What follows belongs to an exercise in optimizing a design on an open flow for small area, a short achievable clock period and few clock cycles; a production flow would make more cautious choices. Function was checked by simulation only, so behaviour that the tests miss may differ from the original. Power and IR drop assume default switching activity.

==> flow/design.v <==
module CPU (
    input   wire          clk,
    input   wire          reset,
    input         [31:0]  dataIn,
    output  wire  [31:0]  dataOut,
    output  wire  [31:0]  address,
    output                busWriteEnable      
);
reg  [11:0] fpc;         
reg         dslot;       
reg  [11:0] daddr;       
reg  [11:0] areg;        
reg         we;          
reg  [31:0] dout;        
reg  [3:0]  smask;       
reg         cv;          
reg         ld1_lat, ld2_lat;  
reg         ldq1;        
reg         ldq2;        
reg         stq1;        
reg         stq2;        
reg  [3:0]  ld1_rd, ld2_rd;      
reg  [2:0]  ld1_f3, ld2_f3;
reg  [1:0]  ld1_off, ld2_off;
reg         ld1_live, ld2_live;  
reg         dv;          
reg  [11:0] dpc;
reg         ev;
reg         e_wr;        
reg  [3:0]  erd;
reg  [31:0] opA, opB;   
reg  [4:0]  e_sh;        
reg         e_sub, s_add, s_log, s_sh, s_slt, s_link;
reg  [2:0]  e_f3;        
reg         e_left, e_arith, e_uns;
reg         e_br, e_pred, e_jalr, e_ld, e_st;
reg  [11:0] e_pcx;       
reg  [31:0] regs [1:15];
reg  [15:1] rvalid;      
function [32:0] addp(input [31:0] a, input [31:0] b, input cin);
    reg [31:0] g, p, x;
    integer k, l;
    begin
        x = a ^ b;
        g = a & b;
        p = x;
        g[0] = g[0] | (p[0] & cin);
        for (l = 1; l < 32; l = l * 2)
            for (k = 31; k >= 0; k = k - 1)
                if ((k / l) % 2 == 1) begin
                    g[k] = g[k] | (p[k] & g[(k / l) * l - 1]);
                    p[k] = p[k] & p[(k / l) * l - 1];
                end
        addp = {g[31], x ^ {g[30:0], cin}};
    end
endfunction
wire [32:0] sum  = addp(opA, opB, e_sub);
wire        ltu  = ~sum[32];
wire        lts  = (opA[31] == opB[31]) ? opA[31] : sum[31];
wire        eq   = &(opA ^ opB);
reg  [31:0] logr;
always @(*) begin
    case (e_f3[1:0])
        2'b00:   logr = opA ^ opB;
        2'b10:   logr = opA | opB;
        default: logr = opA & opB;
    endcase
end
function [31:0] rev32(input [31:0] x);
    integer k;
    begin
        for (k = 0; k < 32; k = k + 1) rev32[k] = x[31 - k];
    end
endfunction
wire [31:0] shin  = e_left ? rev32(opA) : opA;
wire        fill  = e_arith & opA[31];
wire [32:0] shr   = $signed({fill, shin}) >>> e_sh;
wire [31:0] shres = e_left ? rev32(shr[31:0]) : shr[31:0];
wire [31:0] eres = ({32{s_add}}  & sum[31:0])
                 | ({32{s_log}}  & logr)
                 | ({32{s_sh}}   & shres)
                 | ({32{s_slt}}  & {31'b0, e_uns ? ltu : lts})
                 | ({32{s_link}} & opB);
wire [13:0] asum  = opA[13:0] + {{2{e_pcx[11]}}, e_pcx};
wire        cond  = e_f3[2] ? (e_f3[1] ? ltu : lts) : eq;
wire        taken = cond ^ e_f3[0];
wire        redirE = ev & ((e_br & (taken != e_pred)) | e_jalr);
wire [11:0] tgtE   = e_jalr ? asum[13:2] : e_pcx;
wire        keepE  = ~e_jalr & ~dslot & (fpc == e_pcx);
wire        jumpE  = redirE & ~keepE;
wire        memE  = ev & (e_ld | e_st);
wire        chit  = cv & (asum[13:2] == daddr);
wire        rmwE  = ev & e_st & (e_f3[1:0] != 2'b10) & ~chit;    
wire [3:0]  stmask = (e_f3[1:0] == 2'b00) ? 4'b0001 << asum[1:0] :
                     (e_f3[1:0] == 2'b01) ? 4'b0011 << asum[1:0] : 4'b1111;
wire [31:0] stpos  = (e_f3[1:0] == 2'b00) ? {4{opB[7:0]}} :
                     (e_f3[1:0] == 2'b01) ? {asum[1] ? opB[15:8] : opB[7:0],
                                             asum[1:0] == 2'b01 ? opB[15:8] : opB[7:0],
                                             asum[1:0] == 2'b00 ? opB[15:8] : opB[7:0],
                                             opB[7:0]} : opB;
wire [31:0] ins   = dataIn;
wire [4:0]  opc   = ins[6:2];
wire [2:0]  f3    = ins[14:12];
wire [3:0]  rs1   = ins[18:15];
wire [3:0]  rs2   = ins[23:20];
wire [3:0]  rd    = ins[10:7];
wire isLUI   =  ins[5] &  ins[4] &  ins[2];
wire isAUIPC = ~ins[5] &  ins[4] &  ins[2];
wire isJAL   =  ins[3];
wire isJALR  =  ins[6] &  ins[2] & ~ins[3];
wire isBR    =  ins[6] & ~ins[2];
wire isLD    = ~ins[5] & ~ins[4];
wire isST    = ~ins[6] &  ins[5] & ~ins[4];
wire isOPI   = ~ins[5] &  ins[4] & ~ins[2];
wire isOP    =  ins[5] &  ins[4] & ~ins[2];
wire useRs1  = ~(isLUI | isAUIPC | isJAL);
wire useRs2  = isBR | isST | isOP;
wire wrRd    = isLUI | isAUIPC | isJAL | isJALR | isOPI | isOP;
wire [31:0] immI = {{20{ins[31]}}, ins[31:20]};
wire [31:0] immS = {{20{ins[31]}}, ins[31:25], ins[11:7]};
wire [31:0] immU = {ins[31:12], 12'b0};
wire [11:0] offB = {ins[31], ins[31], ins[7], ins[30:25], ins[11:9]};        
wire [11:0] offJ = {ins[13:12], ins[20], ins[30:22]};                
wire [31:0] rf1 = (rs1 != 4'd0 && rvalid[rs1]) ? regs[rs1] : 32'b0;
wire [31:0] rf2 = (rs2 != 4'd0 && rvalid[rs2]) ? regs[rs2] : 32'b0;
wire [31:0] a1  = (e_wr && erd == rs1) ? eres : rf1;
wire [31:0] a2  = (e_wr && erd == rs2) ? eres : rf2;
wire [31:0] lsh  = dataIn >> {ld2_off, 3'b000};
wire [31:0] ldata = (ld2_f3[1:0] == 2'b00) ? {{24{~ld2_f3[2] & lsh[7]}},  lsh[7:0]}  :
                    (ld2_f3[1:0] == 2'b01) ? {{16{~ld2_f3[2] & lsh[15]}}, lsh[15:0]} : lsh;
wire ldE    = ev & e_ld;
wire hitE   = (erd != 4'd0)    && ((useRs1 && rs1 == erd)    || (useRs2 && rs2 == erd));
wire hit1   = (ld1_rd != 4'd0) && ((useRs1 && rs1 == ld1_rd) || (useRs2 && rs2 == ld1_rd));
wire rawLd  = (ldE & hitE) | (ldq1 & hit1);
wire replayD = dv & ~redirE & (rawLd | ((rmwE | stq1) & (isLD | isST)));
wire killD   = redirE | replayD;
wire goD     = dv & ~killD;
wire predT   = isJAL | (isBR & ins[31]);
wire redirD  = goD & predT;
wire [11:0] dpc1 = dpc + 12'd1;
wire        selR = ~ldq2 & (isOP | isBR | isST);
wire [31:0] immX = (ldq2 ? ldata : (isJAL | isJALR) ? {18'b0, dpc1, 2'b00} : (isLUI | isAUIPC) ? immU : immI) ^ {32{subD}};
wire subD = ~ldq2 & (isBR | ((isOP | isOPI) & (f3[2:1] == 2'b01)) | (isOP & f3 == 3'b000 & ins[30]));
function [11:0] add12(input [11:0] a, input [11:0] b);
    reg [11:0] g, p;
    integer k, l;
    begin
        g = a & b;
        p = a ^ b;
        add12 = p;
        for (l = 1; l < 12; l = l * 2)
            for (k = 11; k >= 0; k = k - 1)
                if ((k / l) % 2 == 1) begin
                    g[k] = g[k] | (p[k] & g[(k / l) * l - 1]);
                    p[k] = p[k] & p[(k / l) * l - 1];
                end
        add12 = add12 ^ {g[10:0], 1'b0};
    end
endfunction
wire [11:0] tgtB = add12(dpc, offB);
wire [11:0] tgtJ = add12(dpc, offJ);
wire [11:0] tgtD = ins[2] ? tgtJ : tgtB;
wire [11:0] fpcN = jumpE ? tgtE : replayD ? dpc : redirD ? tgtD : ~dslot ? fpc + 12'd1 : fpc;
integer i;
always @(posedge clk) begin
    if (reset) begin
        fpc   <= 12'd0;
        areg  <= 12'd0;
        dslot <= 1'b0;
        we    <= 1'b0;
        ldq1  <= 1'b0;
        ldq2  <= 1'b0;
        stq1  <= 1'b0;
        stq2  <= 1'b0;
        cv    <= 1'b0;
        dv    <= 1'b0;
        ev    <= 1'b0;
        e_wr  <= 1'b0;
    end else begin
        dv  <= ~dslot & ~jumpE & ~replayD & ~redirD;
        dpc <= fpc;
        fpc  <= fpcN;
        areg <= memE ? asum[13:2] : stq2 ? daddr : fpcN;
        dslot <= memE | stq2;
        we    <= (memE & e_st & ~rmwE) | stq2;
        ldq1  <= ldE;
        ldq2  <= ldq1;
        stq1  <= rmwE;
        stq2  <= stq1;
        if (memE)
            cv <= e_st ? ~rmwE : chit;
        else if (stq2 | (ldq2 & ld2_lat))
            cv <= 1'b1;
        ev   <= goD | ldq2;
        e_wr <= ldq2 ? (ld2_live & (ld2_rd != 4'd0)) : (goD & wrRd & (rd != 4'd0));
    end
    if (memE)
        daddr <= asum[13:2];
    if (memE & e_st) begin
        smask <= stmask;
        dout  <= {stmask[3] ? stpos[31:24] : dout[31:24],
                  stmask[2] ? stpos[23:16] : dout[23:16],
                  stmask[1] ? stpos[15:8]  : dout[15:8],
                  stmask[0] ? stpos[7:0]   : dout[7:0]};
    end else if (ldq2 & ld2_lat)
        dout <= dataIn;
    if (stq2)
        dout <= {smask[3] ? dout[31:24] : dataIn[31:24],
                 smask[2] ? dout[23:16] : dataIn[23:16],
                 smask[1] ? dout[15:8]  : dataIn[15:8],
                 smask[0] ? dout[7:0]   : dataIn[7:0]};
    if (ldE) begin
        ld1_rd   <= erd;
        ld1_f3   <= e_f3;
        ld1_off  <= asum[1:0];
        ld1_lat  <= 1'b1;
        ld1_live <= ~(goD & wrRd & rd == erd);
    end
    if (ldq1) begin
        ld2_rd   <= ld1_rd;
        ld2_f3   <= ld1_f3;
        ld2_off  <= ld1_off;
        ld2_lat  <= ld1_lat & ~memE;
        ld2_live <= ld1_live & ~(goD & wrRd & rd == ld1_rd);
    end
    erd    <= ldq2 ? ld2_rd : rd;
    opA    <= (ldq2 | isLUI) ? 32'b0 : isAUIPC ? {18'b0, dpc, 2'b00} : a1;
    e_sh   <= (isOP ? a2[4:0] : ins[24:20]);
    opB    <= selR ? a2 ^ {32{subD}} : immX;
    e_sub  <= subD;
    s_add  <= ldq2 | ((isOP | isOPI) & f3 == 3'b000) | isLUI | isAUIPC;
    s_log  <= ~ldq2 & (isOP | isOPI) & f3[2] & (f3[1:0] != 2'b01);
    s_sh   <= ~ldq2 & (isOP | isOPI) & (f3[1:0] == 2'b01);
    s_slt  <= ~ldq2 & (isOP | isOPI) & (f3[2:1] == 2'b01);
    s_link <= ~ldq2 & (isJAL | isJALR);
    e_f3   <= ldq2 ? 3'b010 : f3;
    e_left <= ~f3[2];
    e_arith<= ins[30];
    e_uns  <= f3[0];
    e_br   <= ~ldq2 & isBR;
    e_pred <= ins[31];
    e_jalr <= ~ldq2 & isJALR;
    e_ld   <= ~ldq2 & isLD;
    e_st   <= ~ldq2 & isST;
    e_pcx  <= isBR ? (ins[31] ? dpc1 : tgtD) : isST ? immS[11:0] : immI[11:0];
    for (i = 1; i < 16; i = i + 1) begin
        if (e_wr && erd == i)
            regs[i] <= eres;
        if (reset)
            rvalid[i] <= 1'b0;
        else if (e_wr && erd == i)
            rvalid[i] <= 1'b1;
    end
end
assign address        = {18'b0, areg, 2'b00};
assign busWriteEnable = we;
assign dataOut        = dout;
endmodule
make LEC_CHECK=0 CAP_MARGIN=20 CORE_MARGIN=2 CORE_UTILIZATION=35 SETUP_SLACK_MARGIN=4 SLEW_MARGIN=20 finish   # period 8.0 ns
run.sh (not shown) runs the stock make flow with config.mk's settings and CLKGATE_MAP_FILE= SYNTH_SCRIPT=/design/flow/synth_recipe.tcl, a recipe that flattens the netlist after the stock synthesis.
Testbench counts at the start, summed over its fixed seeds: cycles 105,002.
==> next run, changes <==
--- a/flow/design.v
+++ b/flow/design.v
@@ -85,10 +85,8 @@
 wire        cond  = e_f3[2] ? (e_f3[1] ? ltu : lts) : eq;
 wire        taken = cond ^ e_f3[0];
 wire        redirE = ev & ((e_br & (taken != e_pred)) | e_jalr);
 wire [11:0] tgtE   = e_jalr ? asum[13:2] : e_pcx;
-wire        keepE  = ~e_jalr & ~dslot & (fpc == e_pcx);
-wire        jumpE  = redirE & ~keepE;
 wire        memE  = ev & (e_ld | e_st);
 wire        chit  = cv & (asum[13:2] == daddr);
 wire        rmwE  = ev & e_st & (e_f3[1:0] != 2'b10) & ~chit;    
 wire [3:0]  stmask = (e_f3[1:0] == 2'b00) ? 4'b0001 << asum[1:0] :
@@ -159,9 +157,9 @@
 endfunction
 wire [11:0] tgtB = add12(dpc, offB);
 wire [11:0] tgtJ = add12(dpc, offJ);
 wire [11:0] tgtD = ins[2] ? tgtJ : tgtB;
-wire [11:0] fpcN = jumpE ? tgtE : replayD ? dpc : redirD ? tgtD : ~dslot ? fpc + 12'd1 : fpc;
+wire [11:0] fpcN = redirE ? tgtE : replayD ? dpc : redirD ? tgtD : ~dslot ? fpc + 12'd1 : fpc;
 integer i;
 always @(posedge clk) begin
     if (reset) begin
         fpc   <= 12'd0;
@@ -176,9 +174,9 @@
         dv    <= 1'b0;
         ev    <= 1'b0;
         e_wr  <= 1'b0;
     end else begin
-        dv  <= ~dslot & ~jumpE & ~replayD & ~redirD;
+        dv  <= ~dslot & ~redirE & ~replayD & ~redirD;
         dpc <= fpc;
         fpc  <= fpcN;
         areg <= memE ? asum[13:2] : stq2 ? daddr : fpcN;
         dslot <= memE | stq2;
The changed run produced a clean layout.
Sequential share of layout area barely changes.
Count of clock-buffer cells in the layout fell by 15.
Utilization came out higher by 0.56 points.
Combinational power fell by about 7%.
Clock power hardly moves.
Final area barely changes.
Area after synthesis goes down by 0.95%.
Testbench counts after the change, summed over its fixed seeds: cycles 105,547.

port drivers added, routing unchanged:
No port has a modelled driver above. Below, the same layouts with a new extraction and two added sets of constraints. Step 1 assumes that a clkbuf_16 drives the clock port and a buf_2 every other input. Step 2 adds t to the input delays and takes it off the output delays; t is the mean of the earliest and latest rising clock arrival at the registers after step 1. Input paths then give back, and output paths get back, about the clock's delay inside the block. Slacks: no drivers / after step 1 / after step 2; pairs: no drivers / after step 1.
| run | shift t [ns] | setup slack, ns | hold WS [ns] |
|---|---|---|---|
| the first run | 0.710 | 3.957 / 3.984 / 3.274 | 0.425 / 0.425 / 0.425 |
| the second run | 0.713 | 3.823 / 3.823 / 3.261 | 0.420 / 0.420 / 0.420 |
After both steps every run listed still meets setup and hold. The setup slack of the first run, which loses most, moves by +0.027 ns with the drivers and by -0.683 ns with both steps.
